Context: an optimization exercise on an open-source flow, tuned for small area. The choices shown serve that exercise and are no tape-out recipe. The RTL was checked by simulation tests, not by an equivalence proof against the original design. Power and IR drop assume default switching activity.

==> design.v <==
`timescale 1ns / 1ps
module SRAM #(parameter DATA_WIDTH = 11,
              parameter TAP1 = 1,
              parameter TAP4 = 4)
            (input  wire                    clk,
             input  wire [DATA_WIDTH-1:0]   i_data,
             output wire [DATA_WIDTH-1:0]   o_tap1,
             output wire [DATA_WIDTH-1:0]   o_tap4);
 reg  [3*TAP4*DATA_WIDTH-1:0] memory_array;
 wire [(3*TAP4+1)*DATA_WIDTH-1:0] line = {memory_array, i_data};
    always @ (posedge clk)
        memory_array <= line[3*TAP4*DATA_WIDTH-1:0];
 assign o_tap1 = line[3*TAP1*DATA_WIDTH +: DATA_WIDTH];
 assign o_tap4 = line[3*TAP4*DATA_WIDTH +: DATA_WIDTH];
endmodule
`timescale 1ns/1ns
module Comb #(parameter D = 1)
                    (input  wire                clk,
                     input  wire                first,    
                     input  wire                va,
                     input  wire                vb,
                     input  wire        [10:0]  d_in,
                     output wire        [10:0]  d_out);
wire [10:0] tap1, tap4;
reg         carry;
wire        cin, cout;
SRAM #(.DATA_WIDTH(11), .TAP1(D), .TAP4(D + 3)) memory(.clk(clk), .i_data(d_in), .o_tap1(tap1), .o_tap4(tap4));
assign cin = first | carry;
Adder #(.W(11)) sub(.a(tap1 & {11{va}}), .b(~(tap4 & {11{vb}})), .cin(cin),
                    .s(d_out), .cout(cout));
always @(posedge clk)
	carry <= cout;
endmodule
`timescale 1ns/1ns
module upsampler  (input  wire        clk,
                   input  wire        rst,
                   input  wire [31:0] d_in,
                   output wire [10:0] d_out,      
                   output wire        first,      
                   output wire        load,       
                   output wire        v0,         
                   output wire        v3);        
reg [1:0]  phase;
reg [2:0]  nsmp;
reg [10:0] dig1;
reg [9:0]  dig2;
	always @(posedge clk)
	begin
		if (rst)
		begin
			phase <= 2'd0;
			nsmp  <= 3'd0;
		end else
		begin
			phase <= (phase == 2'd2) ? 2'd0 : phase + 2'd1;
			if (phase == 2'd2 && nsmp != 3'd4)
				nsmp <= nsmp + 3'd1;
		end
	end
	always @(posedge clk)
	begin
		dig1 <= (phase == 2'd0) ? d_in[21:11] : {1'b0, dig2};
		dig2 <= d_in[31:22];
	end
assign d_out = (phase == 2'd0) ? d_in[10:0] : dig1;
assign first = (phase == 2'd0);
assign load  = (phase == 2'd0);
assign v0    = (nsmp != 3'd0);
assign v3    = (nsmp == 3'd4);
endmodule
`timescale 1ns/1ns
module Intergrator		(input  wire 	   		clk,
						 input  wire 	   		rst,
						 input  wire [31:0] 	d_in,
						 output reg  [31:0] 	d_out);
wire [31:0] sum;
Adder #(.W(32)) add(.a(d_out), .b(d_in), .cin(1'b0), .s(sum), .cout());
	always @(posedge clk)
	begin
		if (rst)
			d_out <= 32'd0;
		else
			d_out <= sum;
	end
endmodule
module Adder #(parameter W = 32)
              (input  wire [W-1:0] a,
               input  wire [W-1:0] b,
               input  wire         cin,
               output wire [W-1:0] s,
               output wire         cout);
wire [W-1:0] p = a ^ b;
wire [W-1:0] g = a & b;
reg  [W-1:0] G, P, Gn, Pn;
integer i, d;
always @(*) begin
	G = g; P = p;
	G[0] = g[0] | (p[0] & cin);
	for (d = 1; d < W; d = d * 2) begin
		Gn = G; Pn = P;
		for (i = 0; i < W; i = i + 1)
			if ((i / d) % 2 == 1) begin
				Gn[i] = G[i] | (P[i] & G[(i / d) * d - 1]);
				Pn[i] = P[i] & P[(i / d) * d - 1];
			end
		G = Gn; P = Pn;
	end
end
assign s    = p ^ {G[W-2:0], cin};
assign cout = G[W-1];
endmodule
`timescale 1ns / 1ps
module CIC_Interpolator 			(input wire 	   			clk,
								 			 input wire 	   			rst,
											 input wire signed [31:0] 	d_in,
											 output wire signed [31:0] 	d_out);
wire        first, load, v0, v3;
wire [10:0] dig_in, comb_out1, comb_out2, comb_out3;
reg  [31:0] integ_out1;
wire [31:0] integ_out2, integ_out3, integ_out;
upsampler  ctrl(.clk(clk), .rst(rst), .d_in(d_in), .d_out(dig_in), .first(first),
                .load(load), .v0(v0), .v3(v3));
Comb #(.D(0)) comb1(clk, first, v0, v3, dig_in,    comb_out1);
Comb #(.D(1)) comb2(clk, first, v0, v3, comb_out1, comb_out2);
Comb #(.D(1)) comb3(clk, first, v0, v3, comb_out2, comb_out3);
wire [10:0] tap1, tap4;
SRAM #(.DATA_WIDTH(11), .TAP1(1), .TAP4(4)) comb4_mem(.clk(clk), .i_data(comb_out3), .o_tap1(tap1), .o_tap4(tap4));
reg  [10:0] acc_d0, acc_d1, acc_d2;
reg         cs_carry, add_carry;
wire [10:0] x = acc_d2 & {11{v0}};
wire [10:0] y = tap1 & {11{v0}};
wire [10:0] z = ~(tap4 & {11{v3}});
wire [10:0] cs_s = x ^ y ^ z;
wire [10:0] cs_c = (x & y) | (x & z) | (y & z);
wire [10:0] acc_next;
wire        add_cout;
Adder #(.W(11)) acc_add(.a(cs_s), .b({cs_c[9:0], first | cs_carry}),
                        .cin(~first & add_carry), .s(acc_next), .cout(add_cout));
always @(posedge clk)
begin
	acc_d0    <= acc_next;
	acc_d1    <= acc_d0;
	acc_d2    <= acc_d1;
	cs_carry  <= cs_c[10];
	add_carry <= add_cout;
end
always @(posedge clk)
begin
	if (rst)
		integ_out1 <= 32'd0;
	else if (load & v0)
		integ_out1 <= {acc_d0[9:0], acc_d1, acc_d2};
end
Intergrator	integrator2	(clk,rst,integ_out1,integ_out2);
Intergrator	integrator3	(clk,rst,integ_out2,integ_out3);
Intergrator	integrator4	(clk,rst,integ_out3,integ_out);
assign d_out = integ_out;
endmodule
==> run.sh <==
#!/bin/bash
# synth_recipe.tcl (not shown) runs the flow's synth.tcl, then flattens the netlist and writes it again
# the make line also repeats each setting of config.mk as NAME=value (left out here)
make -C /OpenROAD-flow-scripts/flow DESIGN_CONFIG=/design/flow/config.mk WORK_HOME=/design/flow/orfs CLKGATE_MAP_FILE= SYNTH_SCRIPT=/design/flow/synth_recipe.tcl finish
==> config.mk <==
export PLATFORM = sky130hd
export DESIGN_NAME = CIC_Interpolator
export DESIGN_NICKNAME = CIC_Interpolator
export VERILOG_FILES = /design/flow/design.v
export SDC_FILE = /design/flow/constraint.sdc
export NUM_CORES = 4
export LEC_CHECK = 0
export CAP_MARGIN = 20
export CORE_MARGIN = 2
export CORE_UTILIZATION = 40
export SLEW_MARGIN = 20
==> constraint.sdc <==
create_clock -name core_clock -period 4.0 [get_ports {clk}]
set_input_delay 0.8000 -clock core_clock [delete_from_list [all_inputs] [get_ports {clk}]]
set_output_delay 0.8000 -clock core_clock [all_outputs]
set_load 0.01 [all_outputs]
==> results of run 1 <==
==> kinds of logic (layout without fill, tap and decap cells) <==
kind of cell / Yosys count / after routing
AOI/OAI and AO/OA: 215 / 215
xor gates and xnor gates: 79 / 79
adders and majority gates: 176 / 176
buffers and inverters: 98 / 261
DFF: 687 / 687
muxes: 28 / 28
and+or+nand+nor: 428 / 428
==> how the worst min path moves through the flow <==
stage	from	end	slack (ns)	depth (start not counted)
after floorplan	acc_d0[10]	acc_d1[10]	0.31	0
after global placement	acc_d0[10]	acc_d1[10]	0.31	0
after detailed placement	comb1.memory.memory_array[71]	comb1.memory.memory_array[82]	0.31	0
after CTS	comb2.memory.memory_array[97]	comb2.memory.memory_array[108]	0.31	0
after global routing	comb2.memory.memory_array[97]	comb2.memory.memory_array[108]	0.31	0
final	comb2.memory.memory_array[97]	comb2.memory.memory_array[108]	0.31	0
==> power by group through the flow <==
stage | Sequential [uW] | Combinational (uW) | Clock (uW)
after global placement | 9900 | 2070 | 0
after detailed placement | 9930 | 2150 | 0
after CTS | 9820 | 2160 | 6730
final | 9750 | 2140 | 6540
after floorplan | 9610 | 1620 | 0
after global routing | 10000 | 2440 | 7020
==> layout make-up <==
type,instances,area [sq um]
inverter,62,233
clock buffer,101,2070
tap,688,861
clock inverter,21,324
multi-input combinational,926,7040
sequential,687,13800
timing repair buffer,77,751
fill,4654,27400
==> registers in the layout, indices dropped and copies added (netlist names) <==
register,flops
acc_d0,11
comb2.memory.memory_array,132
integrator3.d_out,32
comb2.carry,1
add_carry,1
cs_carry,1
ctrl.phase,2
comb1.carry,1
acc_d2,11
ctrl.nsmp,3
integ_out1,32
ctrl.dig2,10
acc_d1,11
comb1.memory.memory_array,99
comb4_mem.memory_array,132
integrator4.d_out,32
integrator2.d_out,32
ctrl.dig1,11
comb3.carry,1
comb3.memory.memory_array,132
==> through the flow <==
stage / std cells / hold slack [ns] / TNS, ns
floorplan: 1711 / 0.310 / 0
global placement: 2440 / 0.310 / -0.0344
detailed placement: 2440 / 0.312 / -0.117
CTS: 2562 / 0.306 / 0
global route: 2562 / 0.307 / 0
finish: 2562 / 0.310 / 0
==> worst register-to-register path, stage by stage (launching register included) <==
cell and delay (ns):
dfxtp_1 0.31, inv_1 0.09, ha_1 0.25, nand2b_2 0.11
and2_1 0.19, fa_1 0.51, fa_1 0.45, fa_1 0.39
a21o_1 0.17, a21oi_1 0.23, o21bai_1 0.13, a21oi_2 0.21
o21a_1 0.18, fa_1 0.41, inv_1 0.05
==> metal layers <==
layer  wire length, um  share of wire [%]  GRT usage (%)  up-vias
met3              1240                3.8           3.21       63
met1             14600                 45           14.7     5441
met4               817                2.5           4.59        0
met2             16000                 49           22.4      173
li1                  -                  -              -     5897
met5                 0                  0              0        -
==> placed cells by master (no fill, tap or decap), types with 7 or more instances in the layout <==
cell type / synthesis / routed
a21oi_1: 81 / 78
xnor2_1: 56 / 56
and2_1: 53 / 52
a21o_1: 31 / 31
mux2_2: 25 / 25
inv_1: 62 / 62
dfxtp_1: 687 / 687
nand2_1: 154 / 153
nor2_1: 94 / 94
o21a_1: 14 / 14
fa_1: 46 / 46
and3_1: 11 / 11
ha_1: 130 / 130
nand2b_1: 15 / 14
nand3_1: 15 / 15
clkdlybuf4s50_1: 0 / 64
xor2_1: 23 / 23
a31oi_1: 8 / 8
nand4_1: 7 / 7
clkbuf_8: 0 / 20
o21bai_1: 7 / 7
nor3_1: 23 / 23
clkbuf_1: 34 / 11
nor2b_1: 24 / 24
clkbuf_16: 0 / 70
buf_4: 0 / 12
o21ai_0: 28 / 28
==> summary.txt, run 1 <==
most frequent cell after synthesis dfxtp_1; Slew @ Worst Pin 1.04 ns; Crit Path Class reg -> reg; Yosys top cell by area dfxtp_1; Worst Clk Skew 0.0192 ns; GRT Overall Usage 12.6%; CTS tree built; crit path launch type flip-flop; Reg2Reg Capture Point acc_d0[8]; adder-cell share of the synthesized area 12.1%; vias in the first global route 11,900; post_cts resized 0; clk sink count 687; Mapped Area 21,100 sq um; mux contribution to synthesized area 1.48%; YS warnings 9; Final Hold Fails 0; Stages on worst setup path 14; H-tree levels 3; most frequent cells after synthesis dfxtp_1 (687), nand2_1 (154), ha_1 (130); Seq pwr share 52.9%; Worst slew margin 30.7%; Initial Util 40.3%; Post-route DRC 0; IO Count 66; asr flop ratio synth 0%; Worst path most repeated cell fa_1; deepest clock path buffer count 3; Syn Nets 1,921; final wirelength 32,700 um; first-pass GRT wire length 56,000 um; post-route cell area 25,000 sq um; Setup WS pre-CTS -0.0791 ns; PortBufs 65; die area 54,700 sq um; share of layout cells above drive strength 1 9.45%; Leakage 0.0108 uW; Max Slew Vio Count 0; Max Clk Rate 268 MHz; minimum clock period 3.74 ns; Clk Latency, worst-skew pair 0.60 ns; Synth Area in XOR/XNOR 3.27%; core footprint 52,400 sq um; sequential fraction of the synthesis area 65.1%; post-synth top area share 65.1%; reg-to-reg startpoint ctrl.nsmp[0]; logic gate share of total power 11.6%; Via density 4.52; GRT overflow 0; flops & latches, synth 687; Die Span X 234 um; ant diodes 0; top cells by area, synth dfxtp_1 (65%), ha_1 (7.7%), fa_1 (4.4%), nand2_1 (2.7%), xnor2_1 (2.3%); Simple-Gate Fraction of Synth Area 9.79%; clk slew on worst S/H paths 0.06 ns; post-DR wirelength/cell 12.7 um; via count 11,600; final net count 2,032; Area growth syn-to-layout 18.4%; Worst EP required 4.53 ns; crit share post-route 93.5%; hold crit path type reg -> reg; placed cell areas 22,600 sq um; critical path arrival 4.27 ns; antenna viol nets, final 0; compound-gate portion of the synthesized area 6.61%; Critical Path Fanout Max 6; cell family with most CP delay adder cells; Final Wtd Congestion 0.813; Critical Path Max Stage Delay 0.51 ns; hpwl dp 22,400 um; # hold bufs at CTS 0; r2r setup slk 0.26 ns; Final Worst Setup Slack 0.262 ns; initial antenna violation count 0; Detailed Routing Iterations Pass 1 4; Int Power 14,100 uW; largest family of logic cells by synthesized area adder cells; number of flops mapped to enable cells by yosys 0; die height 234 um; sw frac 23.7%; row cnt 84; worst-case reg-to-reg path depth 14; peak supply drop 0.000372 V; Finish-stage setup viols 0; PwrDens 736 nW/um^2; Clk network pwr share 35.5%; RSZ-0062 raised after global routing false; Max-cap violations 0; first-iteration detailed-routing DRC count 453; Top FF cell, synth dfxtp_1; Setup crit start ctrl.nsmp[0]; post-synthesis cell count 1,711; Slowest cell on crit path fa_1; crit end category flip-flop; WP buf/inv 2; CTS root buffer clkbuf_16; Mean Syn Cell Area 12.4 sq um; outcome timing/DRC/antenna clean; post-CTS setup buffer count 0; crit-path cells inv_1 -> ha_1 -> nand2b_2 -> and2_1 -> fa_1 -> fa_1 -> fa_1 -> a21o_1 -> a21oi_1 -> o21bai_1 -> a21oi_2 -> o21a_1 -> fa_1 -> inv_1; number of library cell types mapped by synthesis 63; pin count of the biggest net entering global routing 78; Psw 4360 uW; final core occ 47.7%; Worst Setup EP acc_d0[8]; total power 18,400 uW; CTS Buf Count 68
==> run 2: changes to the inputs <==
--- a/config.mk
+++ b/config.mk
@@ -8,4 +8,7 @@
 export CAP_MARGIN = 20
 export CORE_MARGIN = 2
 export CORE_UTILIZATION = 40
+export CTS_BUF_LIST = sky130_fd_sc_hd__clkbuf_16
+export CTS_CLUSTER_DIAMETER = 80
+export CTS_CLUSTER_SIZE = 20
 export SLEW_MARGIN = 20
==> summary.txt, run 2 <==
outcome timing/DRC/antenna clean; post-synthesis cell count 1,711 (unchanged); top cells by area, synth dfxtp_1 (65%), ha_1 (7.7%), fa_1 (4.4%), nand2_1 (2.7%), xnor2_1 (2.3%); critical path arrival 4.26 ns (about the same); pin count of the biggest net entering global routing 78 (unchanged); most common cell after layout, fill and taps aside dfxtp_1; # hold bufs at CTS 0 (unchanged); vias in the first global route 11,600 (-2.2%); Initial Util 40.3% (unchanged); Placed Cells 2,440 (unchanged); Worst EP required 4.53 ns (about the same); PortBufs 65 (unchanged); clk slew on worst S/H paths 0.08 ns (+0.02 ns); core footprint 52,400 sq um (unchanged); share of layout cells above drive strength 1 6.54% (-2.9 points); Worst Clk Skew 0.0336 ns (+0.0144 ns); most frequent cells after synthesis dfxtp_1 (687), nand2_1 (154), ha_1 (130); minimum clock period 3.74 ns (-0.00226 ns); Leakage 0.0102 uW (-5.4%); YS warnings 9 (unchanged); ant diodes 0 (unchanged); number of flops mapped to enable cells by yosys 0 (unchanged); hpwl dp 22,400 um (unchanged); Final Hold Fails 0 (unchanged); Critical Path Fanout Max 6 (unchanged); Syn Nets 1,921 (unchanged); PwrDens 671 nW/um^2 (-8.8%); first-pass GRT wire length 54,800 um (-2.0%); GRT overflow 0 (unchanged); Max Slew Vio Count 0 (unchanged); peak supply drop 0.000359 V (-3.5%); antenna viol nets, final 0 (unchanged); Worst slew margin 30.8% (+0.12 points); asr flop ratio synth 0% (unchanged); Via density 4.54 (+0.41%); Detailed Routing Iterations Pass 1 4 (unchanged); die area 54,700 sq um (unchanged); IO Count 66 (unchanged); Max Clk Rate 268 MHz (about the same); final wirelength 31,900 um (-2.5%); CTS Buf Count 42 (-38%); row cnt 84 (unchanged); number of library cell types mapped by synthesis 63 (unchanged); Largest regs comb2.memory.memory_array x132, comb3.memory.memory_array x132, comb4_mem.memory_array x132; Die Span X 234 um (unchanged); crit share post-route 93.4% (about the same); sequential fraction of the synthesis area 65.1% (unchanged); Post-route DRC 0 (unchanged); flops & latches, synth 687 (unchanged); area occupied by multi-input gates 7040 sq um (unchanged); CTS tree built; Non-Filler Instances 2,493 (-2.7%); die height 234 um (unchanged); Final Wtd Congestion 0.813 (unchanged); Area growth syn-to-layout 12.7%; post-synth top area share 65.1% (unchanged); clk sink count 687 (unchanged); Finish-stage setup viols 0 (unchanged); crit path launch type flip-flop; RSZ-0062 raised after global routing false; Slew @ Worst Pin 1.04 ns (-0.00176 ns); first-iteration detailed-routing DRC count 483 (+6.6%); hold crit path type reg -> reg; deepest clock path buffer count 3 (unchanged); Clk Latency, worst-skew pair 0.61 ns (about the same); Yosys top cell by area dfxtp_1; via count 11,300 (-2.3%); CTS root buffer clkbuf_16; Mean Syn Cell Area 12.4 sq um (unchanged); Setup WS pre-CTS -0.0791 ns (unchanged); post-DR wirelength/cell 12.8 um (+0.24%); total power 16,000 uW (-13%); Final Worst Setup Slack 0.264 ns (+0.00226 ns); post_cts resized 0 (unchanged); Mapped Area 21,100 sq um (unchanged); post-CTS setup buffer count 0 (unchanged); # fillers 4,764 (+2.4%); crit end category flip-flop; most frequent cells in the layout dfxtp_1 (687), nand2_1 (153), ha_1 (130); Register Area 13,800 sq um (unchanged); GRT Overall Usage 12.3% (-0.35 points); initial antenna violation count 0 (unchanged); Crit Path Class reg -> reg; final net count 2,006 (-1.3%); H-tree levels 2 (-1); most frequent cell after synthesis dfxtp_1; Top FF cell, synth dfxtp_1; Max-cap violations 0 (unchanged)
==> run 2: cell count changes in the layout (fill, tap and decap cells not counted), moves of 3 or more <==
| cell | before | now |
|---|---|---|
| clkinvlp_4 | 4 | 0 |
| clkbuf_1 | 11 | 0 |
| clkinv_2 | 6 | 1 |
| bufinv_16 | 5 | 0 |
| inv_6 | 1 | 4 |
| clkbuf_8 | 20 | 0 |
| clkbuf_16 | 70 | 42 |
==> run 2: path summary, 6_finish.rpt <==
check,from,to,slack [ns],cells past startpoint
max,ctrl.nsmp[0],acc_d0[8],0.26,14
max reg2reg,ctrl.nsmp[0],acc_d0[8],0.26,14
min reg2reg,comb4_mem.memory_array[75],comb4_mem.memory_array[86],0.31,0
min,comb4_mem.memory_array[75],comb4_mem.memory_array[86],0.31,0
==> run 2: logic make-up (layout without fill, tap and decap cells) <==
| kind of cell | after synthesis | after routing | synth area share, % |
|---|---|---|---|
| mux | 28 | 28 | 1.48 |
| flops | 687 | 687 | 65.1 |
| xor+xnor | 79 | 79 | 3.27 |
| compound gates | 215 | 215 | 6.61 |
| buf+inv | 98 | 192 | 1.74 |
| simple gates | 428 | 428 | 9.79 |
| fa+ha+maj | 176 | 176 | 12.1 |
==> run 2: where the power goes <==
group / switching [uW] / internal (uW) / total (uW)
Combinational: 1070 / 1070 / 2130
Clock: 2190 / 1940 / 4130
Sequential: 695 / 9040 / 9730
==> run 2: per-layer routing <==
metal	vias up	global-route usage (%)	wire, um
li1	5802	-	-
met1	5320	14.5	14200
met2	133	22.1	15700
met3	53	2.37	1100
met4	0	4.61	837
met5	-	0	0
==> run 2: cell type report <==
type / instances / area share, %
Tap cell: 688 / 3.61
Sequential cell: 687 / 57.7
Clock buffer: 42 / 4.41
Clock inverter: 11 / 0.588
Inverter: 62 / 0.977
Multi-Input combinational cell: 926 / 29.5
Timing Repair Buffer: 77 / 3.15
==> run 2: per-stage QoR <==
step / hold slack [ns] / setup TNS, ns / utilization, % / cell area [sq um]
after floorplan: 0.310 / 0 / - / 21100
after global placement: 0.310 / -0.0344 / 43.1 / 22600
after detailed placement: 0.312 / -0.117 / 43.1 / 22600
after CTS: 0.306 / 0 / 45.4 / 23800
after global routing: 0.307 / 0 / 45.4 / 23800
final: 0.307 / 0 / 45.4 / 23800
==> run 2: critical path, stage by stage, from the launching register on <==
cell,delay [ns]
dfxtp_1,0.32
inv_1,0.09
ha_1,0.24
nand2b_2,0.11
and2_1,0.19
fa_1,0.51
fa_1,0.45
fa_1,0.39
a21o_1,0.17
a21oi_1,0.23
o21bai_1,0.13
a21oi_2,0.21
o21a_1,0.18
fa_1,0.41
inv_1,0.05
==> run 3: changes to the inputs <==
--- a/config.mk
+++ b/config.mk
@@ -9,6 +9,6 @@
 export CORE_MARGIN = 2
 export CORE_UTILIZATION = 40
 export CTS_BUF_LIST = sky130_fd_sc_hd__clkbuf_16
-export CTS_CLUSTER_DIAMETER = 80
-export CTS_CLUSTER_SIZE = 20
+export CTS_CLUSTER_DIAMETER = 100
+export CTS_CLUSTER_SIZE = 30
 export SLEW_MARGIN = 20
==> summary.txt, run 3 <==
outcome timing/DRC/antenna clean; Final Hold Fails 0 (unchanged); adder-cell share of the synthesized area 12.1% (unchanged); reg-to-reg startpoint ctrl.nsmp[0]; Hold Path Sink comb4_mem.memory_array[62]; Critical Path Max Stage Delay 0.47 ns (-0.04 ns); RSZ-0062 raised after global routing false; most common cell after layout, fill and taps aside dfxtp_1; most frequent cells in the layout dfxtp_1 (687), nand2_1 (153), ha_1 (130); length of routed met3 wiring 1010 um (-8.2%); r2r setup slk 0.27 ns (about the same); post-synth top area share 65.1% (unchanged); Yosys top cell by area dfxtp_1; metal2 WL 15,200 um (-2.8%); PwrDens 647 nW/um^2 (-3.7%); Slew @ Worst Pin 1.03 ns (-0.00450 ns); post-CTS setup buffer count 0 (unchanged); vias in the first global route 11,300 (-2.3%); Worst Clk Skew 0.0232 ns (-0.0104 ns); Critical Path Fanout Max 6 (unchanged); Worst EP required 4.55 ns (+0.02 ns); Worst slew margin 31.1% (+0.30 points); YS warnings 9 (unchanged); Clk Latency, worst-skew pair 0.61 ns (about the same); share of layout cells above drive strength 1 5.43% (-1.1 points); PortBufs 65 (unchanged); via count 11,200 (-1.1%); pin count of the biggest net entering global routing 78 (unchanged); final wirelength 31,200 um (-2.0%); Crit Path Class reg -> reg; IO Count 66 (unchanged); die height 234 um (unchanged); post-synthesis cell count 1,711 (unchanged); post-DR wirelength/cell 12.6 um (-1.2%); Post-route DRC 0 (unchanged); deepest clock path buffer count 3 (unchanged); crit share post-route 93.3% (about the same); total power 15,100 uW (-5.4%); Initial Util 40.3% (unchanged); asr flop ratio synth 0% (unchanged); Finish-stage setup viols 0 (unchanged); crit path launch type flip-flop; initial antenna violation count 0 (unchanged); hold crit path type reg -> reg; Slowest cell on crit path fa_1; crit-path cells inv_1 -> ha_1 -> and2_1 -> nand2_1 -> fa_1 -> fa_1 -> fa_1 -> a21o_1 -> a21oi_1 -> o21bai_1 -> a21oi_2 -> o21a_1 -> fa_1 -> inv_1; Final Wtd Congestion 0.813 (unchanged); Leakage 0.00997 uW (-2.0%); minimum clock period 3.73 ns (-0.00355 ns); Area growth syn-to-layout 10.7%; GRT overflow 0 (unchanged); Max-cap violations 0 (unchanged); die area 54,700 sq um (unchanged); Max Clk Rate 268 MHz (about the same); flops & latches, synth 687 (unchanged); crit end category flip-flop; number of library cell types mapped by synthesis 63 (unchanged); Mapped Area 21,100 sq um (unchanged); M1 wire length 14,200 um (-0.13%); compound-gate portion of the synthesized area 6.61% (unchanged); Detailed Routing Iterations Pass 1 5 (+1); top sig layer met4; CTS Buf Count 27 (-36%); peak supply drop 0.000361 V (+0.40%); clk slew on worst S/H paths 0.12 ns (+0.04 ns); Synth Area in XOR/XNOR 3.27% (unchanged); most frequent cell after synthesis dfxtp_1; Worst path most repeated cell fa_1; Simple-Gate Fraction of Synth Area 9.79% (unchanged); Die Span X 234 um (unchanged); Mean Syn Cell Area 12.4 sq um (unchanged); row cnt 84 (unchanged); hold_sp comb4_mem.memory_array[51]; first-iteration detailed-routing DRC count 509 (+5.4%); setup_tns 0 ns (unchanged); Largest regs comb2.memory.memory_array x132, comb3.memory.memory_array x132, comb4_mem.memory_array x132; GRT Overall Usage 11.9% (-0.43 points); core footprint 52,400 sq um (unchanged); critical path arrival 4.29 ns (+0.03 ns); most frequent cells after synthesis dfxtp_1 (687), nand2_1 (154), ha_1 (130); Syn Nets 1,921 (unchanged); antenna viol nets, final 0 (unchanged); final core occ 44.6% (-0.82 points); Top FF cell, synth dfxtp_1; CTS root buffer clkbuf_16; H-tree levels 1 (-1); Via density 4.52 (-0.35%); worst-case reg-to-reg path depth 14 (unchanged); Setup crit start ctrl.nsmp[0]; sequential fraction of the synthesis area 65.1% (unchanged); Max Slew Vio Count 0 (unchanged); first-pass GRT wire length 53,800 um (-2.0%); WHS Path Cells 0 (unchanged); number of flops mapped to enable cells by yosys 0 (unchanged); final net count 1,991 (-0.75%); top cells by area, synth dfxtp_1 (65%), ha_1 (7.7%), fa_1 (4.4%), nand2_1 (2.7%), xnor2_1 (2.3%); largest family of logic cells by synthesized area adder cells; clk sink count 687 (unchanged); hpwl dp 22,400 um (unchanged); ant diodes 0 (unchanged); CTS tree built; Reg2Reg Capture Point acc_d0[8]; mux contribution to synthesized area 1.48% (unchanged)
## run 3: cell counts after synthesis
Identical to the previous run, type by type.
## run 3: per-layer routing
metal,vias to the layer above,global-route usage (%)
met1,5241,14.5
met4,0,2.99
li1,5768,-
met3,47,1.95
met2,122,21.6
met5,-,0
## run 3: power by group
part           internal, uW  leakage [uW]  switching, uW
Combinational          1070       0.00391           1070
Sequential             9030       0.00569            694
Clock                  1310      0.000374           1960
## run 3: layout make-up
type,instances,area [sq um]
Timing Repair Buffer,77,751
Fill cell,4813,29100
Clock buffer,27,676
Sequential cell,687,13800
Tap cell,688,861
Inverter,62,233
Multi-Input combinational cell,926,7040
Clock inverter,6,86.3
## run 3: cell families after synthesis
kind of cell,Yosys count
AND/OR/NAND/NOR,428
flip-flops,687
XOR/XNOR,79
adder cells (fa/ha/maj),176
buffers and inverters,98
multiplexers,28
AO/OA/AOI/OAI,215
## run 3: critical path, delay by kind of cell, from the launching register on
| family | cells | cell delay (ns) |
|---|---|---|
| compound gates | 5 | 0.92 |
| fa+ha+maj | 5 | 1.96 |
| buf+inv | 2 | 0.14 |
| flops | 1 | 0.33 |
| simple gates | 2 | 0.34 |
## run 3: worst max path at each step
stage	to	cells after the start
finish	acc_d0[8]	14
global placement	comb2.memory.memory_array[8]	12
CTS	acc_d0[8]	14
global route	acc_d0[8]	14
floorplan	acc_d0[8]	16
detailed placement	comb2.memory.memory_array[8]	12
## run 3: repair_timing
item | in CTS | in global routing
endpoints found under the setup margin | 0 | 6
gates resized for setup | 0 | 3
hold buffers | 0 | 0
hold endpoints to repair | 0 | 0
## run 3: stage by stage
| step | cell area, sq um | hold slack, ns | instances | worst slack (ns) |
|---|---|---|---|---|
| floorplan | 21100 | 0.310 | 1711 | 0.0873 |
| global placement | 22600 | 0.310 | 2440 | -0.0344 |
| detailed placement | 22600 | 0.312 | 2440 | -0.0791 |
| CTS | 23400 | 0.322 | 2473 | 0.142 |
| global route | 23400 | 0.335 | 2473 | 0.0112 |
| finish | 23400 | 0.324 | 2473 | 0.268 |
==> run 4: changes to the inputs <==
--- a/design.v
+++ b/design.v
@@ -5,13 +5,17 @@
             (input  wire                    clk,
              input  wire [DATA_WIDTH-1:0]   i_data,
              output wire [DATA_WIDTH-1:0]   o_tap1,
-             output wire [DATA_WIDTH-1:0]   o_tap4);
+             output wire [DATA_WIDTH-1:0]   o_tap4,
+             output wire [DATA_WIDTH-1:0]   o_tap2,      
+             output wire [DATA_WIDTH-1:0]   o_tap3);     
  reg  [3*TAP4*DATA_WIDTH-1:0] memory_array;
  wire [(3*TAP4+1)*DATA_WIDTH-1:0] line = {memory_array, i_data};
     always @ (posedge clk)
         memory_array <= line[3*TAP4*DATA_WIDTH-1:0];
  assign o_tap1 = line[3*TAP1*DATA_WIDTH +: DATA_WIDTH];
  assign o_tap4 = line[3*TAP4*DATA_WIDTH +: DATA_WIDTH];
+ assign o_tap2 = line[3*(TAP1+1)*DATA_WIDTH +: DATA_WIDTH];
+ assign o_tap3 = line[3*(TAP1+2)*DATA_WIDTH +: DATA_WIDTH];
 endmodule
 `timescale 1ns/1ns
 module Comb #(parameter D = 1)
@@ -24,7 +28,8 @@
 wire [10:0] tap1, tap4;
 reg         carry;
 wire        cin, cout;
-SRAM #(.DATA_WIDTH(11), .TAP1(D), .TAP4(D + 3)) memory(.clk(clk), .i_data(d_in), .o_tap1(tap1), .o_tap4(tap4));
+SRAM #(.DATA_WIDTH(11), .TAP1(D), .TAP4(D + 3)) memory(.clk(clk), .i_data(d_in), .o_tap1(tap1), .o_tap4(tap4),
+                               .o_tap2(), .o_tap3());
 assign cin = first | carry;
 Adder #(.W(11)) sub(.a(tap1 & {11{va}}), .b(~(tap4 & {11{vb}})), .cin(cin),
                     .s(d_out), .cout(cout));
@@ -39,6 +44,8 @@
                    output wire        first,      
                    output wire        load,       
                    output wire        v0,         
+                   output wire        v1,         
+                   output wire        v2,         
                    output wire        v3);        
 reg [1:0]  phase;
 reg [2:0]  nsmp;
@@ -66,6 +73,8 @@
 assign first = (phase == 2'd0);
 assign load  = (phase == 2'd0);
 assign v0    = (nsmp != 3'd0);
+assign v1    = (nsmp >= 3'd2);
+assign v2    = (nsmp >= 3'd3);
 assign v3    = (nsmp == 3'd4);
 endmodule
 `timescale 1ns/1ns
@@ -114,27 +123,28 @@
 								 			 input wire 	   			rst,
 											 input wire signed [31:0] 	d_in,
 											 output wire signed [31:0] 	d_out);
-wire        first, load, v0, v3;
+wire        first, load, v0, v1, v2, v3;
 wire [10:0] dig_in, comb_out1, comb_out2, comb_out3;
 reg  [31:0] integ_out1;
 wire [31:0] integ_out2, integ_out3, integ_out;
 upsampler  ctrl(.clk(clk), .rst(rst), .d_in(d_in), .d_out(dig_in), .first(first),
-                .load(load), .v0(v0), .v3(v3));
+                .load(load), .v0(v0), .v1(v1), .v2(v2), .v3(v3));
 Comb #(.D(0)) comb1(clk, first, v0, v3, dig_in,    comb_out1);
 Comb #(.D(1)) comb2(clk, first, v0, v3, comb_out1, comb_out2);
 Comb #(.D(1)) comb3(clk, first, v0, v3, comb_out2, comb_out3);
-wire [10:0] tap1, tap4;
-SRAM #(.DATA_WIDTH(11), .TAP1(1), .TAP4(4)) comb4_mem(.clk(clk), .i_data(comb_out3), .o_tap1(tap1), .o_tap4(tap4));
+wire [10:0] tap1, tap2, tap3;
+SRAM #(.DATA_WIDTH(11), .TAP1(1), .TAP4(3)) comb4_mem(.clk(clk), .i_data(comb_out3),
+        .o_tap1(tap1), .o_tap2(tap2), .o_tap3(tap3), .o_tap4());
 reg  [10:0] acc_d0, acc_d1, acc_d2;
 reg         cs_carry, add_carry;
-wire [10:0] x = acc_d2 & {11{v0}};
-wire [10:0] y = tap1 & {11{v0}};
-wire [10:0] z = ~(tap4 & {11{v3}});
+wire [10:0] x = tap1 & {11{v0}};
+wire [10:0] y = tap2 & {11{v1}};
+wire [10:0] z = tap3 & {11{v2}};
 wire [10:0] cs_s = x ^ y ^ z;
 wire [10:0] cs_c = (x & y) | (x & z) | (y & z);
 wire [10:0] acc_next;
 wire        add_cout;
-Adder #(.W(11)) acc_add(.a(cs_s), .b({cs_c[9:0], first | cs_carry}),
+Adder #(.W(11)) acc_add(.a(cs_s), .b({cs_c[9:0], ~first & cs_carry}),
                         .cin(~first & add_carry), .s(acc_next), .cout(add_cout));
 always @(posedge clk)
 begin
==> summary.txt, run 4 <==
outcome timing/DRC/antenna clean; post-route cell area 23,000 sq um (-1.7%); minimum clock period 3.75 ns (+0.0159 ns); Critical Path Fanout Max 5 (-1); Post-route DRC 0 (unchanged); crit end category flip-flop; crit-path cells ha_1 -> ha_1 -> nor2_1 -> o21ai_1 -> nand2_1 -> fa_1 -> fa_1 -> inv_1 -> fa_1 -> a21o_1 -> a21oi_2 -> o21bai_1 -> a21oi_2 -> o21bai_1 -> a21oi_2 -> inv_1 -> fa_1 -> xor2_1; setup_tns 0 ns (unchanged); row cnt 83 (-1.2%); number of flops mapped to enable cells by yosys 0 (unchanged); RSZ-0062 raised after global routing false; Yosys top cell by area dfxtp_1; YS warnings 10 (+1); Area growth syn-to-layout 11.1%; area occupied by multi-input gates 7180 sq um (+2.0%); # fillers 4,720 (-1.9%); Crit Path Class reg -> reg; crit share post-route 93.7% (+0.40 points); number of library cell types mapped by synthesis 56 (-11%); Synth Area in XOR/XNOR 2.41% (-0.86 points); Worst Clk Skew 0.0187 ns (-0.00448 ns); Largest regs comb2.memory.memory_array x132, comb3.memory.memory_array x132; Final Wtd Congestion 0.805 (-1.0%); critical path arrival 4.23 ns (-0.06 ns); # hold bufs at CTS 0 (unchanged); flops & latches, synth 654 (-4.8%); Critical Path Max Stage Delay 0.51 ns (+0.04 ns); most common cell after layout, fill and taps aside dfxtp_1; Syn Nets 1,946 (+1.3%); top cells by area, synth dfxtp_1 (63%), ha_1 (8.0%), fa_1 (4.4%), nand2_1 (2.7%), a21oi_1 (2.3%); Clk Latency, worst-skew pair 0.61 ns (about the same); final net count 2,020 (+1.5%); post_cts resized 0 (unchanged); initial antenna violation count 0 (unchanged); mux contribution to synthesized area 1.74% (+0.26 points); total power 12,800 uW (-15%); Int Power 10,000 uW (-12%); PortBufs 65 (unchanged); first-pass GRT wire length 53,500 um (-0.51%); hold crit path type reg -> reg; Mean Syn Cell Area 11.9 sq um (-3.4%); Register Area 13,100 sq um (-4.8%); Die Span X 231 um (-1.0%); hpwl dp 22,200 um (-1.2%); logic gate share of total power 7.2% (-6.9 points); clk slew on worst S/H paths 0.10 ns (-0.02 ns); most frequent cell after synthesis dfxtp_1; pin count of the biggest net entering global routing 119 (+53%); GRT Overall Usage 12.0% (+0.12 points); Detailed Routing Iterations Pass 1 4 (-1); die height 231 um (-1.0%); Max-cap violations 0 (unchanged); placed cell areas 22,200 sq um (-1.8%); H-tree levels 1 (unchanged); cell family with most CP delay adder cells; Psw 2800 uW (-25%); post-synth top area share 63.3% (-1.8 points); Clk network pwr share 24.6% (+3.0 points); Worst path most repeated cell fa_1; adder-cell share of the synthesized area 12.4% (+0.38 points); CTS root buffer clkbuf_16; post-synthesis cell count 1,734 (+1.3%); compound-gate portion of the synthesized area 7.77% (+1.2 points); PwrDens 558 nW/um^2 (-14%); Leakage 0.00981 uW (-1.6%); sw frac 21.9% (-2.7 points); asr flop ratio synth 0% (unchanged); peak supply drop 0.000354 V (-1.7%); share of layout cells above drive strength 1 5.63% (+0.19 points); crit path launch type flip-flop; Max Slew Vio Count 0 (unchanged); post-DR wirelength/cell 12.5 um (-1.0%); most frequent cells after synthesis dfxtp_1 (654), nand2_1 (148), ha_1 (132); Worst slew margin 50.2% (+19 points); Via density 4.55 (+0.70%); ant diodes 0 (unchanged); CTS Buf Count 26 (-3.7%); via count 11,300 (+1.5%); first-iteration detailed-routing DRC count 500 (-1.8%); Worst EP required 4.48 ns (-0.07 ns); Max Clk Rate 267 MHz (-0.43%); Slew @ Worst Pin 0.740 ns (-0.293 ns); Top FF cell, synth dfxtp_1; Mapped Area 20,700 sq um (-2.1%); final wirelength 31,100 um (-0.24%); Final Hold Fails 0 (unchanged); Finish-stage setup viols 0 (unchanged); sequential fraction of the synthesis area 63.3% (-1.8 points); post-CTS setup buffer count 0 (unchanged); IO Count 66 (unchanged); vias in the first global route 11,400 (+0.18%); GRT overflow 0 (unchanged); final core occ 44.9% (+0.29 points); largest family of logic cells by synthesized area adder cells; Initial Util 40.4% (+0.11 points); die area 53,600 sq um (-2.1%); WP buf/inv 2 (unchanged); most frequent cells in the layout dfxtp_1 (654), nand2_1 (148), ha_1 (131); CTS tree built; antenna viol nets, final 0 (unchanged); Simple-Gate Fraction of Synth Area 10.3% (+0.48 points); core footprint 51,200 sq um (-2.4%); Seq pwr share 68.1% (+3.8 points); deepest clock path buffer count 3 (unchanged); Slowest cell on crit path fa_1; clk sink count 654 (-4.8%)
==> run 4: cells by family (layout without fill, tap and decap cells) <==
group           after synthesis  count (layout)
flops                       654             654
simple gates                443             443
compound gates              253             253
fa+ha+maj                   178             178
buf+inv                     117             195
xor+xnor                     57              57
mux                          32              32
==> run 4: metrics by stage <==
stage / hold WS (ns) / std cells / setup slack [ns]
finish: 0.313 / 2492 / 0.252
global route: 0.311 / 2492 / 0.00989
CTS: 0.315 / 2491 / 0.100
detailed placement: 0.312 / 2459 / -0.279
global placement: 0.310 / 2459 / -0.210
floorplan: 0.310 / 1734 / 0.0339
==> run 4: layout make-up <==
type	instances	area share, %
tap	680	3.70
sequential	654	57.0
inverter	82	1.34
timing repair buffer	81	3.48
clock buffer	26	2.83
multi-input combinational	963	31.2
clock inverter	6	0.463
==> run 4: final timing paths <==
kind	startpoint	to	slack, ns	cells past startpoint
worst min register to register	comb1.memory.memory_array[48]	comb1.memory.memory_array[59]	0.31	0
worst min-delay path	comb1.memory.memory_array[48]	comb1.memory.memory_array[59]	0.31	0
worst max register to register	ctrl.nsmp[1]	acc_d0[9]	0.25	18
worst max-delay path	ctrl.nsmp[1]	acc_d0[9]	0.25	18
==> run 4: worst register-to-register path: cells and delay by family (launching register included) <==
family	cells	cell delay (ns)
AOI/OAI and AO/OA	7	1.03
adders and majority gates	6	1.77
and+or+nand+nor	2	0.14
xor gates and xnor gates	1	0.16
buffers and inverters	2	0.12
DFF	1	0.41
==> run 4: layer usage <==
metal	vias to the layer above	global-route usage, %	routed length, um
met5	-	0	0
met3	40	1.88	881
met1	5290	14.4	14000
met4	0	2.84	637
li1	5888	-	-
met2	125	22.2	15600
==> run 4: power groups by stage <==
| stage | Sequential [uW] | Clock (uW) | Combinational (uW) |
|---|---|---|---|
| final | 8740 | 3160 | 929 |
| after global routing | 8940 | 3550 | 1070 |
| after CTS | 8790 | 3310 | 944 |
| after detailed placement | 8930 | 0 | 937 |
| after global placement | 8890 | 0 | 906 |
| after floorplan | 8710 | 0 | 673 |
==> run 5: changes to the inputs <==
--- a/design.v
+++ b/design.v
@@ -43,6 +43,9 @@
                    output wire [10:0] d_out,      
                    output wire        first,      
                    output wire        load,       
+                   output wire        ph0,        
+                   output wire        ph1,
+                   output wire        ph2,
                    output wire        v0,         
                    output wire        v1,         
                    output wire        v2,         
@@ -72,6 +75,9 @@
 assign d_out = (phase == 2'd0) ? d_in[10:0] : dig1;
 assign first = (phase == 2'd0);
 assign load  = (phase == 2'd0);
+assign ph0   = (phase == 2'd0);
+assign ph1   = (phase == 2'd1);
+assign ph2   = (phase == 2'd2);
 assign v0    = (nsmp != 3'd0);
 assign v1    = (nsmp >= 3'd2);
 assign v2    = (nsmp >= 3'd3);
@@ -82,15 +88,39 @@
 						 input  wire 	   		rst,
 						 input  wire [31:0] 	d_in,
 						 output reg  [31:0] 	d_out);
+reg  [3:1]  carry;
+wire [3:0]  cout;
 wire [31:0] sum;
-Adder #(.W(32)) add(.a(d_out), .b(d_in), .cin(1'b0), .s(sum), .cout());
+RippleAdder8 add0(.a(d_out[7:0]),   .b(d_in[7:0]),   .cin(1'b0),     .s(sum[7:0]),   .cout(cout[0]));
+RippleAdder8 add1(.a(d_out[15:8]),  .b(d_in[15:8]),  .cin(carry[1]), .s(sum[15:8]),  .cout(cout[1]));
+RippleAdder8 add2(.a(d_out[23:16]), .b(d_in[23:16]), .cin(carry[2]), .s(sum[23:16]), .cout(cout[2]));
+RippleAdder8 add3(.a(d_out[31:24]), .b(d_in[31:24]), .cin(carry[3]), .s(sum[31:24]), .cout(cout[3]));
 	always @(posedge clk)
 	begin
 		if (rst)
+		begin
 			d_out <= 32'd0;
-		else
+			carry <= 3'd0;
+		end else
+		begin
 			d_out <= sum;
-	end
+			carry <= cout[2:0];
+		end
+	end
+endmodule
+module RippleAdder8 (input  wire [7:0] a,
+                     input  wire [7:0] b,
+                     input  wire       cin,
+                     output wire [7:0] s,
+                     output wire       cout);
+wire [8:0] c;
+assign c[0] = cin;
+genvar i;
+generate for (i = 0; i < 8; i = i + 1) begin : bit_
+	assign s[i]   = a[i] ^ b[i] ^ c[i];
+	assign c[i+1] = (a[i] & b[i]) | (c[i] & (a[i] ^ b[i]));
+end endgenerate
+assign cout = c[8];
 endmodule
 module Adder #(parameter W = 32)
               (input  wire [W-1:0] a,
@@ -123,19 +153,19 @@
 								 			 input wire 	   			rst,
 											 input wire signed [31:0] 	d_in,
 											 output wire signed [31:0] 	d_out);
-wire        first, load, v0, v1, v2, v3;
+wire        first, load, ph0, ph1, ph2, v0, v1, v2, v3;
 wire [10:0] dig_in, comb_out1, comb_out2, comb_out3;
 reg  [31:0] integ_out1;
 wire [31:0] integ_out2, integ_out3, integ_out;
 upsampler  ctrl(.clk(clk), .rst(rst), .d_in(d_in), .d_out(dig_in), .first(first),
-                .load(load), .v0(v0), .v1(v1), .v2(v2), .v3(v3));
+                .load(load), .ph0(ph0), .ph1(ph1), .ph2(ph2), .v0(v0), .v1(v1), .v2(v2), .v3(v3));
 Comb #(.D(0)) comb1(clk, first, v0, v3, dig_in,    comb_out1);
 Comb #(.D(1)) comb2(clk, first, v0, v3, comb_out1, comb_out2);
 Comb #(.D(1)) comb3(clk, first, v0, v3, comb_out2, comb_out3);
 wire [10:0] tap1, tap2, tap3;
 SRAM #(.DATA_WIDTH(11), .TAP1(1), .TAP4(3)) comb4_mem(.clk(clk), .i_data(comb_out3),
         .o_tap1(tap1), .o_tap2(tap2), .o_tap3(tap3), .o_tap4());
-reg  [10:0] acc_d0, acc_d1, acc_d2;
+reg  [10:0] acc_d0;
 reg         cs_carry, add_carry;
 wire [10:0] x = tap1 & {11{v0}};
 wire [10:0] y = tap2 & {11{v1}};
@@ -149,8 +179,6 @@
 always @(posedge clk)
 begin
 	acc_d0    <= acc_next;
-	acc_d1    <= acc_d0;
-	acc_d2    <= acc_d1;
 	cs_carry  <= cs_c[10];
 	add_carry <= add_cout;
 end
@@ -158,11 +186,35 @@
 begin
 	if (rst)
 		integ_out1 <= 32'd0;
-	else if (load & v0)
-		integ_out1 <= {acc_d0[9:0], acc_d1, acc_d2};
+	else
+	begin
+		if (ph0)
+			integ_out1[7:0]   <= acc_next[7:0];
+		if (ph1)
+			integ_out1[15:8]  <= {acc_next[4:0], acc_d0[10:8]};
+		if (ph2)
+			integ_out1[23:16] <= {acc_next[1:0], acc_d0[10:5]};
+		if (ph0 & v0)
+			integ_out1[31:24] <= acc_d0[9:2];
+	end
 end
 Intergrator	integrator2	(clk,rst,integ_out1,integ_out2);
 Intergrator	integrator3	(clk,rst,integ_out2,integ_out3);
 Intergrator	integrator4	(clk,rst,integ_out3,integ_out);
-assign d_out = integ_out;
-endmodule
+reg [7:0]  out0_d1, out0_d2, out0_d3, out1_d1, out1_d2, out2_d1;
+always @(posedge clk)
+begin
+	if (rst)
+	begin
+		out0_d1 <= 8'd0; out0_d2 <= 8'd0; out0_d3 <= 8'd0;
+		out1_d1 <= 8'd0; out1_d2 <= 8'd0;
+		out2_d1 <= 8'd0;
+	end else
+	begin
+		out0_d1 <= integ_out[7:0];   out0_d2 <= out0_d1; out0_d3 <= out0_d2;
+		out1_d1 <= integ_out[15:8];  out1_d2 <= out1_d1;
+		out2_d1 <= integ_out[23:16];
+	end
+end
+assign d_out = {integ_out[31:24], out2_d1, out1_d2, out0_d3};
+endmodule
==> summary.txt, run 5 <==
Worst path most repeated cell fa_1; GRT overflow 0 (unchanged); Die Span X 229 um (-0.92%); Seq pwr share 68.4% (+0.3 points); final wirelength 25,800 um (-17%); sw frac 22.2% (+0.31 points); most frequent cell after synthesis dfxtp_1; pin count of the biggest net entering global routing 87 (-27%); Leakage 0.00937 uW (-4.4%); Psw 2950 uW (+5.3%); Via density 4.16 (-8.6%); Slew @ Worst Pin 0.623 ns (-0.117 ns); Critical Path Max Stage Delay 0.50 ns (about the same); CTS root buffer clkbuf_16; most frequent cells after synthesis dfxtp_1 (687), fa_1 (121), nor2b_1 (118); die height 229 um (-0.92%); CTS tree built; post-DR wirelength/cell 11.6 um (-6.9%); Detailed Routing Iterations Pass 1 4 (unchanged); initial antenna violation count 0 (unchanged); Placed Cells 2,187 (-11%); Initial Util 40.5% (+0.062 points); logic gate share of total power 8.6% (+1.4 points); crit end category flip-flop; minimum clock period 3.64 ns (-0.109 ns); post-synthesis cell count 1,486 (-14%); Clk Latency, worst-skew pair 0.59 ns (-0.02 ns); Syn Nets 1,687 (-13%); post-synth top area share 67.7% (+4.4 points); Post-route DRC 0 (unchanged); asr flop ratio synth 0% (unchanged); IO Count 66 (unchanged); YS warnings 9 (-1); clk sink count 687 (+5.0%); Finish-stage setup viols 0 (unchanged); Int Power 10,400 uW (+3.5%); flops & latches, synth 687 (+5.0%); Mapped Area 20,300 sq um (-1.9%); critical path arrival 4.13 ns (-0.10 ns); outcome timing/DRC/antenna clean; Max Slew Vio Count 0 (unchanged); vias in the first global route 9,312 (-18%); crit path launch type flip-flop; clk slew on worst S/H paths 0.11 ns (about the same); die area 52,600 sq um (-1.8%); CTS Buf Count 26 (unchanged); first-pass GRT wire length 45,000 um (-16%); row cnt 82 (-1.2%); hpwl dp 17,800 um (-20%); Non-Filler Instances 2,216 (-11%); Max Clk Rate 275 MHz (+3.0%); most frequent cells in the layout dfxtp_1 (687), fa_1 (121), nor2b_1 (118); Crit Path Class reg -> reg; post-CTS setup buffer count 0 (unchanged); most common cell after layout, fill and taps aside dfxtp_1; deepest clock path buffer count 3 (unchanged); Slowest cell on crit path or3_1; ant diodes 0 (unchanged); peak supply drop 0.000524 V (+48%); Mean Syn Cell Area 13.7 sq um (+15%); share of layout cells above drive strength 1 4.66% (-0.97 points); Worst Clk Skew 0.0127 ns (-0.00593 ns); Area growth syn-to-layout 10.0%; core footprint 50,200 sq um (-2.0%); WP buf/inv 1 (-1); Clk network pwr share 23.0% (-1.6 points); Yosys top cell by area dfxtp_1; Worst EP required 4.49 ns (about the same); number of flops mapped to enable cells by yosys 0 (unchanged); antenna viol nets, final 0 (unchanged); Largest regs comb2.memory.memory_array x132, comb3.memory.memory_array x132; post_cts resized 0 (unchanged); crit-path cells inv_1 -> ha_1 -> or3_1 -> and2_1 -> fa_1 -> fa_1 -> a211oi_2 -> o211ai_1 -> and2_1 -> fa_1 -> xor2_1; sequential fraction of the synthesis area 67.7% (+4.4 points); hold crit path type reg -> reg; first-iteration detailed-routing DRC count 339 (-32%); number of library cell types mapped by synthesis 42 (-25%); crit share post-route 91.0% (-2.7 points); H-tree levels 1 (unchanged); PortBufs 65 (unchanged); Final Wtd Congestion 0.781 (-3.0%); via count 9,223 (-19%); # hold bufs at CTS 0 (unchanged); cell family with most CP delay adder cells; Critical Path Fanout Max 11 (+6); final net count 1,744 (-14%); Final Hold Fails 0 (unchanged); setup_tns 0 ns (unchanged); top cells by area, synth dfxtp_1 (68%), fa_1 (12%), nor2b_1 (3.6%), ha_1 (2.8%), inv_1 (1.9%); Max-cap violations 0 (unchanged); Top FF cell, synth dfxtp_1; Worst slew margin 58.5% (+8.3 points); RSZ-0062 raised after global routing false; PwrDens 596 nW/um^2 (+6.8%); GRT Overall Usage 10.4% (-1.6 points)
run 5: cell count changes in the layout (fill, tap and decap cells not counted), sizes merged, moves of 24 or more:
cell	previous run	this run
a21o	35	11
fa	46	121
nor3	44	3
ha	132	46
nor2b	26	118
dfxtp	654	687
nand2	148	68
o21ai	35	9
a21oi	99	22
run 5: cells by family (layout without fill, tap and decap cells):
| logic type | after synthesis | after routing | synth area share, % |
|---|---|---|---|
| compound gates | 68 | 68 | 2.37 |
| buf+inv | 152 | 210 | 3.09 |
| flops | 687 | 687 | 67.7 |
| xor+xnor | 28 | 28 | 1.21 |
| simple gates | 347 | 347 | 8.91 |
| mux | 37 | 37 | 1.95 |
| fa+ha+maj | 167 | 167 | 14.8 |
run 5: path summary, 6_finish.rpt:
kind / to / depth (start not counted) / slack [ns] / startpoint
setup / recovery: acc_d0[9] / 11 / 0.36 / ctrl.nsmp[0]
hold / removal: comb3.memory.memory_array[24] / 0 / 0.32 / comb3.memory.memory_array[13]
setup reg to reg: acc_d0[9] / 11 / 0.36 / ctrl.nsmp[0]
hold reg to reg: comb3.memory.memory_array[24] / 0 / 0.32 / comb3.memory.memory_array[13]
run 5: cell type report:
class	count	area, sq um
Timing Repair Buffer	77	754
Clock inverter	3	23.8
Fill cell	4479	27800
Inverter	104	390
Tap cell	672	841
Multi-Input combinational cell	647	5930
Sequential cell	687	13800
Clock buffer	26	651
run 5: power groups by stage:
stage	clock (uW)	combinational [uW]	sequential, uW
2_1_floorplan	0	865	9100
3_3_place_gp	0	1150	9260
3_5_place_dp	0	1180	9310
4_1_cts	3230	1180	9160
5_1_grt	3460	1320	9320
6_report	3070	1150	9120
run 5: through the flow:
stage / hold slack (ns) / cell area, sq um / total power (uW) / utilization, % / setup slack (ns)
after global routing: 0.331 / 22300 / 14100 / 44.5 / 0.171
after CTS: 0.327 / 22300 / 13600 / 44.5 / 0.328
after floorplan: 0.310 / 20300 / 9970 / - / 0.537
after global placement: 0.310 / 21700 / 10400 / 43.2 / 0.347
after detailed placement: 0.312 / 21700 / 10500 / 43.2 / 0.273
final: 0.323 / 22300 / 13300 / 44.5 / 0.361
run 5: routing by layer:
| layer | global-route usage [%] | share of wire [%] | vias up |
|---|---|---|---|
| met5 | 0 | 0 | - |
| met4 | 3.02 | 2.6 | 0 |
| met3 | 1.79 | 3.1 | 44 |
| met2 | 18.0 | 48 | 100 |
| met1 | 13.2 | 46 | 4417 |
| li1 | - | - | 4662 |
==> run 6: changes to the inputs <==
--- a/design.v
+++ b/design.v
@@ -50,38 +50,38 @@
                    output wire        v1,         
                    output wire        v2,         
                    output wire        v3);        
-reg [1:0]  phase;
-reg [2:0]  nsmp;
+reg [2:0]  phase;       
+reg [3:0]  nsmp;        
 reg [10:0] dig1;
 reg [9:0]  dig2;
 	always @(posedge clk)
 	begin
 		if (rst)
 		begin
-			phase <= 2'd0;
-			nsmp  <= 3'd0;
+			phase <= 3'b001;
+			nsmp  <= 4'b0000;
 		end else
 		begin
-			phase <= (phase == 2'd2) ? 2'd0 : phase + 2'd1;
-			if (phase == 2'd2 && nsmp != 3'd4)
-				nsmp <= nsmp + 3'd1;
+			phase <= {phase[1:0], phase[2]};
+			if (phase[2])
+				nsmp <= {nsmp[2:0], 1'b1};
 		end
 	end
 	always @(posedge clk)
 	begin
-		dig1 <= (phase == 2'd0) ? d_in[21:11] : {1'b0, dig2};
+		dig1 <= phase[0] ? d_in[21:11] : {1'b0, dig2};
 		dig2 <= d_in[31:22];
 	end
-assign d_out = (phase == 2'd0) ? d_in[10:0] : dig1;
-assign first = (phase == 2'd0);
-assign load  = (phase == 2'd0);
-assign ph0   = (phase == 2'd0);
-assign ph1   = (phase == 2'd1);
-assign ph2   = (phase == 2'd2);
-assign v0    = (nsmp != 3'd0);
-assign v1    = (nsmp >= 3'd2);
-assign v2    = (nsmp >= 3'd3);
-assign v3    = (nsmp == 3'd4);
+assign d_out = phase[0] ? d_in[10:0] : dig1;
+assign first = phase[0];
+assign load  = phase[0];
+assign ph0   = phase[0];
+assign ph1   = phase[1];
+assign ph2   = phase[2];
+assign v0    = nsmp[0];
+assign v1    = nsmp[1];
+assign v2    = nsmp[2];
+assign v3    = nsmp[3];
 endmodule
 `timescale 1ns/1ns
 module Intergrator		(input  wire 	   		clk,
@@ -122,12 +122,39 @@
 end endgenerate
 assign cout = c[8];
 endmodule
-module Adder #(parameter W = 32)
+module Adder #(parameter W = 11,
+               parameter LO = 6)
               (input  wire [W-1:0] a,
                input  wire [W-1:0] b,
                input  wire         cin,
                output wire [W-1:0] s,
                output wire         cout);
+wire [W:0]   c;         
+wire [W-1:0] s0;        
+wire         clo;       
+wire [W-1:LO] ones;     
+assign c[0] = cin;
+genvar i;
+generate for (i = 0; i < W; i = i + 1) begin : bit_
+	wire ci = (i == LO) ? 1'b0 : c[i];
+	assign s0[i]  = a[i] ^ b[i] ^ ci;
+	assign c[i+1] = (a[i] & b[i]) | (ci & (a[i] ^ b[i]));
+end endgenerate
+assign clo = c[LO];
+assign ones[LO] = 1'b1;
+generate for (i = LO + 1; i < W; i = i + 1) begin : ones_
+	assign ones[i] = ones[i-1] & s0[i-1];
+end endgenerate
+assign s[LO-1:0] = s0[LO-1:0];
+assign s[W-1:LO] = s0[W-1:LO] ^ ({(W-LO){clo}} & ones);
+assign cout      = c[W] | (clo & ones[W-1] & s0[W-1]);
+endmodule
+module AdderSk #(parameter W = 32)
+                (input  wire [W-1:0] a,
+                 input  wire [W-1:0] b,
+                 input  wire         cin,
+                 output wire [W-1:0] s,
+                 output wire         cout);
 wire [W-1:0] p = a ^ b;
 wire [W-1:0] g = a & b;
 reg  [W-1:0] G, P, Gn, Pn;
@@ -174,7 +201,7 @@
 wire [10:0] cs_c = (x & y) | (x & z) | (y & z);
 wire [10:0] acc_next;
 wire        add_cout;
-Adder #(.W(11)) acc_add(.a(cs_s), .b({cs_c[9:0], ~first & cs_carry}),
+AdderSk #(.W(11)) acc_add(.a(cs_s), .b({cs_c[9:0], ~first & cs_carry}),
                         .cin(~first & add_carry), .s(acc_next), .cout(add_cout));
 always @(posedge clk)
 begin
@@ -204,17 +231,9 @@
 reg [7:0]  out0_d1, out0_d2, out0_d3, out1_d1, out1_d2, out2_d1;
 always @(posedge clk)
 begin
-	if (rst)
-	begin
-		out0_d1 <= 8'd0; out0_d2 <= 8'd0; out0_d3 <= 8'd0;
-		out1_d1 <= 8'd0; out1_d2 <= 8'd0;
-		out2_d1 <= 8'd0;
-	end else
-	begin
-		out0_d1 <= integ_out[7:0];   out0_d2 <= out0_d1; out0_d3 <= out0_d2;
-		out1_d1 <= integ_out[15:8];  out1_d2 <= out1_d1;
-		out2_d1 <= integ_out[23:16];
-	end
-end
-assign d_out = {integ_out[31:24], out2_d1, out1_d2, out0_d3};
-endmodule
+	out0_d1 <= integ_out[7:0];   out0_d2 <= out0_d1; out0_d3 <= out0_d2;
+	out1_d1 <= integ_out[15:8];  out1_d2 <= out1_d1;
+	out2_d1 <= integ_out[23:16];
+end
+assign d_out = {integ_out[31:24], {out2_d1, out1_d2, out0_d3} & {24{v0}}};
+endmodule
==> flow/run.sh (new file) <==
#!/bin/bash
# Standard layout, with the port buffers made of the smallest plain buffer.
set -o pipefail
ls -la > ls.log 2>&1
cat standard.sh > standard_sh.log 2>&1
export BUFFER_PORTS_ARGS="-buffer_cell sky130_fd_sc_hd__buf_1"
bash standard.sh > standard.log 2>&1
==> standard.sh (new file) <==
#!/bin/bash
# synth_recipe.tcl (not shown) runs the flow's synth.tcl, then flattens the netlist and writes it again
# the make line also repeats each setting of config.mk as NAME=value (left out here)
make -C /OpenROAD-flow-scripts/flow DESIGN_CONFIG=/design/flow/config.mk WORK_HOME=/design/flow/orfs CLKGATE_MAP_FILE= SYNTH_SCRIPT=/design/flow/synth_recipe.tcl "${@:-finish}"
removed: run.sh
==> summary.txt, run 6 <==
post_cts resized 0 (unchanged); GRT overflow 0 (unchanged); Worst path most repeated cell fa_1; Clk Latency, worst-skew pair 0.59 ns (about the same); Mapped Area 19,700 sq um (-2.8%); first-pass GRT wire length 42,200 um (-6.3%); CTS tree built; Critical Path Max Stage Delay 0.43 ns (-0.07 ns); Yosys top cell by area dfxtp_1; most common cell after layout, fill and taps aside dfxtp_1; metal2 WL 11,700 um (-5.0%); CTS root buffer clkbuf_16; H-tree levels 1 (unchanged); Via density 4.03 (-3.1%); Placed Cells 2,069 (-5.4%); number of flops mapped to enable cells by yosys 0 (unchanged); first-iteration detailed-routing DRC count 281 (-17%); die area 51,100 sq um (-2.8%); cell family with most CP delay adder cells; Mean Syn Cell Area 14.4 sq um (+5.2%); final net count 1,624 (-6.9%); Final Hold Fails 0 (unchanged); Top FF cell, synth dfxtp_1; sequential fraction of the synthesis area 69.9% (+2.2 points); Finish-stage setup viols 0 (unchanged); length of routed met3 wiring 752 um (-7.4%); post-DR wirelength/cell 11.5 um (-0.77%); Non-Filler Instances 2,097 (-5.4%); Critical Path Fanout Max 4 (-7); antenna viol nets, final 0 (unchanged); Die Span X 226 um (-1.4%); share of layout cells above drive strength 1 5.02% (+0.36 points); initial antenna violation count 0 (unchanged); Final Wtd Congestion 0.709 (-9.2%); YS warnings 9 (unchanged); deepest clock path buffer count 3 (unchanged); placed cell areas 20,700 sq um (-4.5%); final wirelength 24,200 um (-6.1%); PortBufs 65 (unchanged); IO Count 66 (unchanged); hold_sp d_in[31]; Detailed Routing Iterations Pass 1 4 (unchanged); # fillers 4,493 (+0.31%); most frequent cell after synthesis dfxtp_1; Worst Clk Skew 0.0178 ns (+0.00505 ns); flops & latches, synth 689 (+0.29%); Crit Path Class reg -> reg; Reg2Reg Capture Point comb4_mem.memory_array[10]; most frequent cells in the layout dfxtp_1 (687), fa_1 (136), inv_1 (89); Slew @ Worst Pin 0.755 ns (+0.132 ns); Max-cap violations 0 (unchanged); worst-case reg-to-reg path depth 9 (-2); RSZ-0062 raised after global routing false; reg-to-reg startpoint ctrl.nsmp[3]; crit path launch type flip-flop; post-synth top area share 69.9% (+2.2 points); number of library cell types mapped by synthesis 39 (-7.1%); Syn Nets 1,564 (-7.3%); critical path arrival 4.20 ns (+0.07 ns); pin count of the biggest net entering global routing 112 (+29%); crit share post-route 92.7% (+1.8 points); post-CTS setup buffer count 0 (unchanged); Worst slew margin 49.6% (-8.9 points); WHS Path Cells 1 (+1); via count 8,461 (-8.3%); minimum clock period 3.71 ns (+0.0710 ns); peak supply drop 0.000330 V (-37%); outcome timing/DRC/antenna clean; Slowest cell on crit path fa_1; M1 wire length 11,200 um (-6.1%); post-synthesis cell count 1,373 (-7.6%); GRT Overall Usage 10.1% (-0.25 points); Stages on worst setup path 9 (-2); WP buf/inv 0 (-1); top sig layer met4; most frequent cells after synthesis dfxtp_1 (689), fa_1 (136), inv_1 (88); clk sink count 689 (+0.29%); Worst EP required 4.49 ns (about the same); top cells by area, synth dfxtp_1 (70%), fa_1 (14%), and2_1 (2.7%), nor2b_1 (2.3%), inv_1 (1.7%); Area growth syn-to-layout 8.36%; Hold Path Sink ctrl.dig2[9]; hpwl dp 16,400 um (-7.9%); core footprint 48,800 sq um (-2.6%); crit end category flip-flop; CTS Buf Count 26 (unchanged); asr flop ratio synth 0% (unchanged); Leakage 0.00892 uW (-4.9%); Post-route DRC 0 (unchanged); r2r setup slk 0.29 ns (-0.07 ns); clk slew on worst S/H paths 0.10 ns (about the same); vias in the first global route 8,652 (-7.1%); # hold bufs at CTS 0 (unchanged); Initial Util 40.4% (-0.081 points); Max Slew Vio Count 0 (unchanged); PwrDens 566 nW/um^2 (-5.0%); row cnt 81 (-1.2%); crit-path cells and2_1 -> fa_1 -> fa_1 -> fa_1 -> fa_1 -> fa_1 -> fa_1 -> nor4_1 -> ha_1; die height 226 um (-1.4%); post-route cell area 21,400 sq um (-4.3%); ant diodes 0 (unchanged); hold crit path type in -> reg; Max Clk Rate 270 MHz (-1.9%); Largest regs comb2.memory.memory_array x132, comb3.memory.memory_array x132
[run 6: logic make-up (layout without fill, tap and decap cells)]
family | Yosys count | in the layout | share of synthesized area [%]
and+or+nand+nor | 305 | 305 | 8.10
DFF | 689 | 689 | 69.9
buffers and inverters | 133 | 193 | 2.78
AOI/OAI and AO/OA | 29 | 29 | 1.05
xor gates and xnor gates | 19 | 19 | 0.843
adders and majority gates | 157 | 157 | 15.1
muxes | 41 | 41 | 2.21
[run 6: cell type report]
class	count	area, sq um	area share (%)
Inverter	88	330	1.54
Tap cell	664	831	3.88
Clock inverter	2	33.8	0.158
Sequential cell	689	13800	64.5
Multi-Input combinational cell	551	5400	25.2
Timing Repair Buffer	77	350	1.64
Clock buffer	26	651	3.04
[run 6: stage by stage]
step | util [%] | hold WS (ns) | TNS, ns | power, uW | setup WS [ns]
5_1_grt | 43.8 | 0.247 | 0 | 12700 | 0.0846
4_1_cts | 43.8 | 0.255 | 0 | 12300 | 0.219
3_5_place_dp | 42.4 | 0.312 | -0.0717 | 9250 | -0.0648
3_3_place_gp | 42.4 | 0.310 | -0.0582 | 9190 | -0.0582
2_1_floorplan | - | 0.310 | 0 | 8960 | 0.0469
6_report | 43.8 | 0.289 | 0 | 12100 | 0.290
[run 6: power by group]
part           switching, uW  internal, uW  leakage [uW]
Clock                   1870          1190      0.000337
Sequential               374          8230       0.00570
Combinational            233           220       0.00288
Total                   2480          9630       0.00892
[run 6: routing by layer]
metal  vias up  GRT usage (%)
li1       4260              -
met1      4079           13.0
met3        40           1.81
met4         0           2.14
met2        82           17.7
met5         -              0
[run 6: how the worst max path moves through the flow]
stage	to	from	slack, ns
detailed placement	comb2.memory.memory_array[10]	d_in[0]	-0.06
global placement	comb2.memory.memory_array[10]	d_in[0]	-0.06
finish	comb4_mem.memory_array[10]	ctrl.nsmp[3]	0.29
global route	comb4_mem.memory_array[10]	ctrl.nsmp[3]	0.08
CTS	comb4_mem.memory_array[10]	ctrl.nsmp[3]	0.22
floorplan	comb4_mem.memory_array[10]	ctrl.phase[0]	0.05
[run 6: worst register-to-register path, delay by kind of cell, from the launching register on]
family / cells / cell delay, ns
adders and majority gates: 7 / 2.74
DFF: 1 / 0.35
and+or+nand+nor: 2 / 0.52

[re-timing with driven ports]
The results above use ideal ports. As a check the final layouts listed here were re-extracted and re-timed, cells and wires unchanged.
Step 1: set_driving_cell puts a clkbuf_16 on clk and a buf_2 on each other input, an assumption about the parent block.
Step 2 times the ports against the registers' clock, not the clock port: input delays grow and output delays shrink by t, the midpoint of the rising clock arrivals with the driver on.
Slacks: no drivers / after step 1 / after step 2; pairs: no drivers / after step 1.
run | t, ns | setup WS [ns] | worst setup path at the end | worst data-port slew with drivers (ns)
run 1 | 0.639 | 0.262 / 0.262 / -0.063 | input to register | 0.04
run 2 | 0.642 | 0.264 / 0.264 / -0.036 | input to register | 0.04
run 3 | 0.647 | 0.268 / 0.268 / -0.033 | input to register | 0.04
run 4 | 0.644 | 0.252 / 0.252 / -0.240 | input to register | 0.04
run 5 | 0.636 | 0.361 / 0.361 / 0.239 | input to register | 0.04
run 6 | 0.633 | 0.290 / 0.290 / -0.046 | input to register | 0.05
Met with ideal ports but missed after step 2: setup timing in 5 of these runs. The setup slack of run 4, which loses most, moves by 0.000 ns with the drivers and by -0.492 ns with both steps.
